Source: an optimization exercise on an open RTL-to-GDS flow (aim: small area). Production flows keep margins and buffers that such runs may drop.
The RTL was checked by simulation tests, not by an equivalence proof against the original design.
Power figures rest on the tool's default switching activity, not on a simulated workload.

## oak
## ALU_sync
module ALU_sync (
  input  wire        clk,
  input  wire [15:0] A, B,
  input  wire [3:0]  ALU_FUN,
  output reg  [15:0] ALU_OUT,
  output reg         Carry_flag,
  output reg         Arith_flag,
  output reg         Logic_flag,
  output reg         CMP_flag,
  output reg         Shift_flag
);
  wire op_add = (ALU_FUN == 4'b0000);
  wire op_sub = (ALU_FUN == 4'b0001);
  wire op_mul = (ALU_FUN == 4'b0010);
  wire op_div = (ALU_FUN == 4'b0011);
  wire op_eq  = (ALU_FUN == 4'b1010);
  wire op_gt  = (ALU_FUN == 4'b1011);
  wire op_lt  = (ALU_FUN == 4'b1100);
  wire op_shr = (ALU_FUN == 4'b1101);
  wire op_shl = (ALU_FUN == 4'b1110);
  wire op_cmp = op_eq | op_gt | op_lt;
  wire sub0 = op_sub | op_cmp | op_div;
  wire fresh_en = ~op_mul;
  wire [15:0] bz;
  assign bz[0] = 1'b1;
  assign bz[1] = ~|B[15:15];
  assign bz[2] = ~|B[15:14];
  assign bz[3] = ~|B[15:13];
  assign bz[4] = ~|B[15:12];
  assign bz[5] = ~|B[15:11];
  assign bz[6] = ~|B[15:10];
  assign bz[7] = ~|B[15:9];
  assign bz[8] = ~|B[15:8];
  assign bz[9] = ~|B[15:7];
  assign bz[10] = ~|B[15:6];
  assign bz[11] = ~|B[15:5];
  assign bz[12] = ~|B[15:4];
  assign bz[13] = ~|B[15:3];
  assign bz[14] = ~|B[15:2];
  assign bz[15] = ~|B[15:1];
  wire bnz = |B;
  wire [2:0] ta = A[15:13];
  wire [2:0] tb = B[2:0];
  wire tdiv = bz[13] & (tb != 3'd0);
  ...
For scale: roughly 1600 cells after synthesis, roughly 58 I/O pins, roughly 10000 sq um of cells after synthesis.
export LEC_CHECK = 0
export ABC_AREA = 1
export CAP_MARGIN = 20
export CORE_MARGIN = 2
export CORE_UTILIZATION = 40
export SETUP_SLACK_MARGIN = -0.8
export SLEW_MARGIN = 20
create_clock -name core_clock -period 35.0 [get_ports {clk}]
standard.sh (not shown) runs the stock make flow with config.mk's settings and CLKGATE_MAP_FILE= SYNTH_SCRIPT=/design/flow/synth_recipe.tcl, a recipe that flattens the netlist after the stock synthesis.
==> flow/flow/run.sh <==
#!/bin/bash
# The standard layout, with the input and output port buffers made from
# the platform's smallest plain buffer instead of the resizer's default pick.
set -euo pipefail
export BUFFER_PORTS_ARGS="-buffer_cell sky130_fd_sc_hd__buf_1"
bash standard.sh "BUFFER_PORTS_ARGS=-buffer_cell sky130_fd_sc_hd__buf_1" finish > standard.log 2>&1
[inputs] pine vs oak
--- a/flow/design.v
+++ b/flow/design.v
@@ -31,32 +31,65 @@
   assign bz[6] = ~|B[15:10];
   assign bz[7] = ~|B[15:9];
   assign bz[8] = ~|B[15:8];
   assign bz[9] = ~|B[15:7];
   assign bz[10] = ~|B[15:6];
   assign bz[11] = ~|B[15:5];
   assign bz[12] = ~|B[15:4];
   assign bz[13] = ~|B[15:3];
   assign bz[14] = ~|B[15:2];
   assign bz[15] = ~|B[15:1];
   wire bnz = |B;
-  wire [2:0] ta = A[15:13];
-  wire [2:0] tb = B[2:0];
-  wire tdiv = bz[13] & (tb != 3'd0);
-  wire [2:0] tq = tdiv ? ta / tb : 3'd0;
-  wire [2:0] tr = tdiv ? ta % tb : ta;
-  wire [2:0] tm = A[2:0] * B[15:13];
-  wire [2:0] o13 = op_mul ? tm : (op_div ? tr : ta);
-  wire q15 = tq[2];
-  wire q14 = tq[1];
-  wire q13 = tq[0];
+  wire [0:0] x15, y15, s15;
+  wire c15, q15;
+  assign x15 = A[15] & fresh_en;
+  assign y15 = op_mul ? (A[0:0] & {1{B[15]}}) : ~B[0:0];
+  wire [1:0] k15;
+  assign k15[0] = ~op_mul;
+  assign s15[0] = x15[0] ^ y15[0] ^ k15[0];
+  assign k15[1] = (x15[0] & y15[0]) | (k15[0] & (x15[0] ^ y15[0]));
+  assign c15 = k15[1];
+  assign q15 = c15 & bz[15];
+  wire sel15 = op_mul | (op_div & q15);
+  wire [0:0] o15 = sel15 ? s15 : x15;
+  wire [1:0] x14, y14, s14;
+  wire c14, q14;
+  assign x14 = {o15, A[14] & fresh_en};
+  assign y14 = op_mul ? (A[1:0] & {2{B[14]}}) : ~B[1:0];
+  wire [2:0] k14;
+  assign k14[0] = ~op_mul;
+  assign s14[0] = x14[0] ^ y14[0] ^ k14[0];
+  assign k14[1] = (x14[0] & y14[0]) | (k14[0] & (x14[0] ^ y14[0]));
+  assign s14[1] = x14[1] ^ y14[1] ^ k14[1];
+  assign k14[2] = (x14[1] & y14[1]) | (k14[1] & (x14[1] ^ y14[1]));
+  assign c14 = k14[2];
+  assign q14 = c14 & bz[14];
+  wire sel14 = op_mul | (op_div & q14);
+  wire [1:0] o14 = sel14 ? s14 : x14;
+  wire [2:0] x13, y13, s13;
+  wire c13, q13;
+  assign x13 = {o14, A[13] & fresh_en};
+  assign y13 = op_mul ? (A[2:0] & {3{B[13]}}) : ~B[2:0];
+  wire [2:0] p13 = x13 ^ y13;
+  wire [2:0] g13;
+  assign g13[0] = (x13[0] & y13[0]) | (~op_mul & p13[0]);
+  assign g13[2:1] = x13[2:1] & y13[2:1];
+  wire G13_0 = g13[1] | (p13[1] & g13[0]);
+  wire G13_1 = g13[2] | (p13[2] & G13_0);
+  assign s13[0] = p13[0] ^ ~op_mul;
+  assign s13[1] = p13[1] ^ g13[0];
+  assign s13[2] = p13[2] ^ G13_0;
+  assign c13 = G13_1;
+  assign q13 = c13 & bz[13];
+  wire sel13 = op_mul | (op_div & q13);
+  wire [2:0] o13 = sel13 ? s13 : x13;
   wire [3:0] x12, y12, s12;
   wire c12, q12;
   assign x12 = {o13, A[12] & fresh_en};
   assign y12 = op_mul ? (A[3:0] & {4{B[12]}}) : ~B[3:0];
   wire [3:0] p12 = x12 ^ y12;
   wire [3:0] g12;
   assign g12[0] = (x12[0] & y12[0]) | (~op_mul & p12[0]);
   assign g12[3:1] = x12[3:1] & y12[3:1];
   wire G12_0 = g12[1] | (p12[1] & g12[0]);
   wire G12_1 = g12[3] | (p12[3] & g12[2]);
   wire P12_1 = p12[3] & p12[2];
### Flow results
The final layouts of oak and pine pass the timing, design-rule and antenna checks. Delay contributed by the slowest stage of the critical path was higher in the run labelled pine. Changes observed in pine relative to oak: die area saw a decrease; final area now sits higher. Diff pine..oak | sequential fraction of total cell area | negligible. Relative to oak, the sum of net half-perimeters after detailed placement measured on pine has decreased by a few percent. Est. power | pine vs oak | pine higher. Comparing pine with oak, the sum of negative setup slack came out essentially unchanged. Share of cell area taken by muxes after synthesis, oak and pine: higher on pine. Summary — first-pass GRT wire length, pine relative to oak: lower, by 2.3%. What pine reported for number of distinct library cell variants in the gate-level netlist after synthesis has to be multiplied by 0.850 to get the figure for oak. When pine is set beside oak, its slew of the pin with the lowest slew margin turns out to be 0.042 ns larger. Average instance area after synthesis is higher on pine. Comparing oak and pine, the higher global-route usage was measured on oak. After detailed routing, oak needs more wire than pine.

-- static timing again, ports no longer ideal --
In the flow no input, the clock included, has a driving cell. The finished layouts below were timed again as built, in two steps. Step 1, drivers: a clkbuf_16 drives clk and a buf_2 each remaining input, both assumed. Step 2, shift: input delay + t, output delay - t, t = (earliest + latest rising clock arrival at the registers) / 2. This alone moves slack from input paths to output paths. a / b / c = no drivers / after step 1 / after step 2; a / b = the first two.
| run | t (ns) | setup slack, ns | hold slack, ns | worst setup path at the end |
|---|---|---|---|---|
| oak | 0.312 | 1.953 / 1.966 / 1.653 | 7.045 / 7.029 / 7.341 | input to register |
| pine | 0.305 | 1.472 / 1.483 / 1.178 | 7.057 / 7.044 / 7.349 | input to register |
After both steps setup and hold are still met in every run listed. For oak, which loses most, drivers alone change the setup slack by +0.013 ns; drivers and shift together by -0.300 ns.
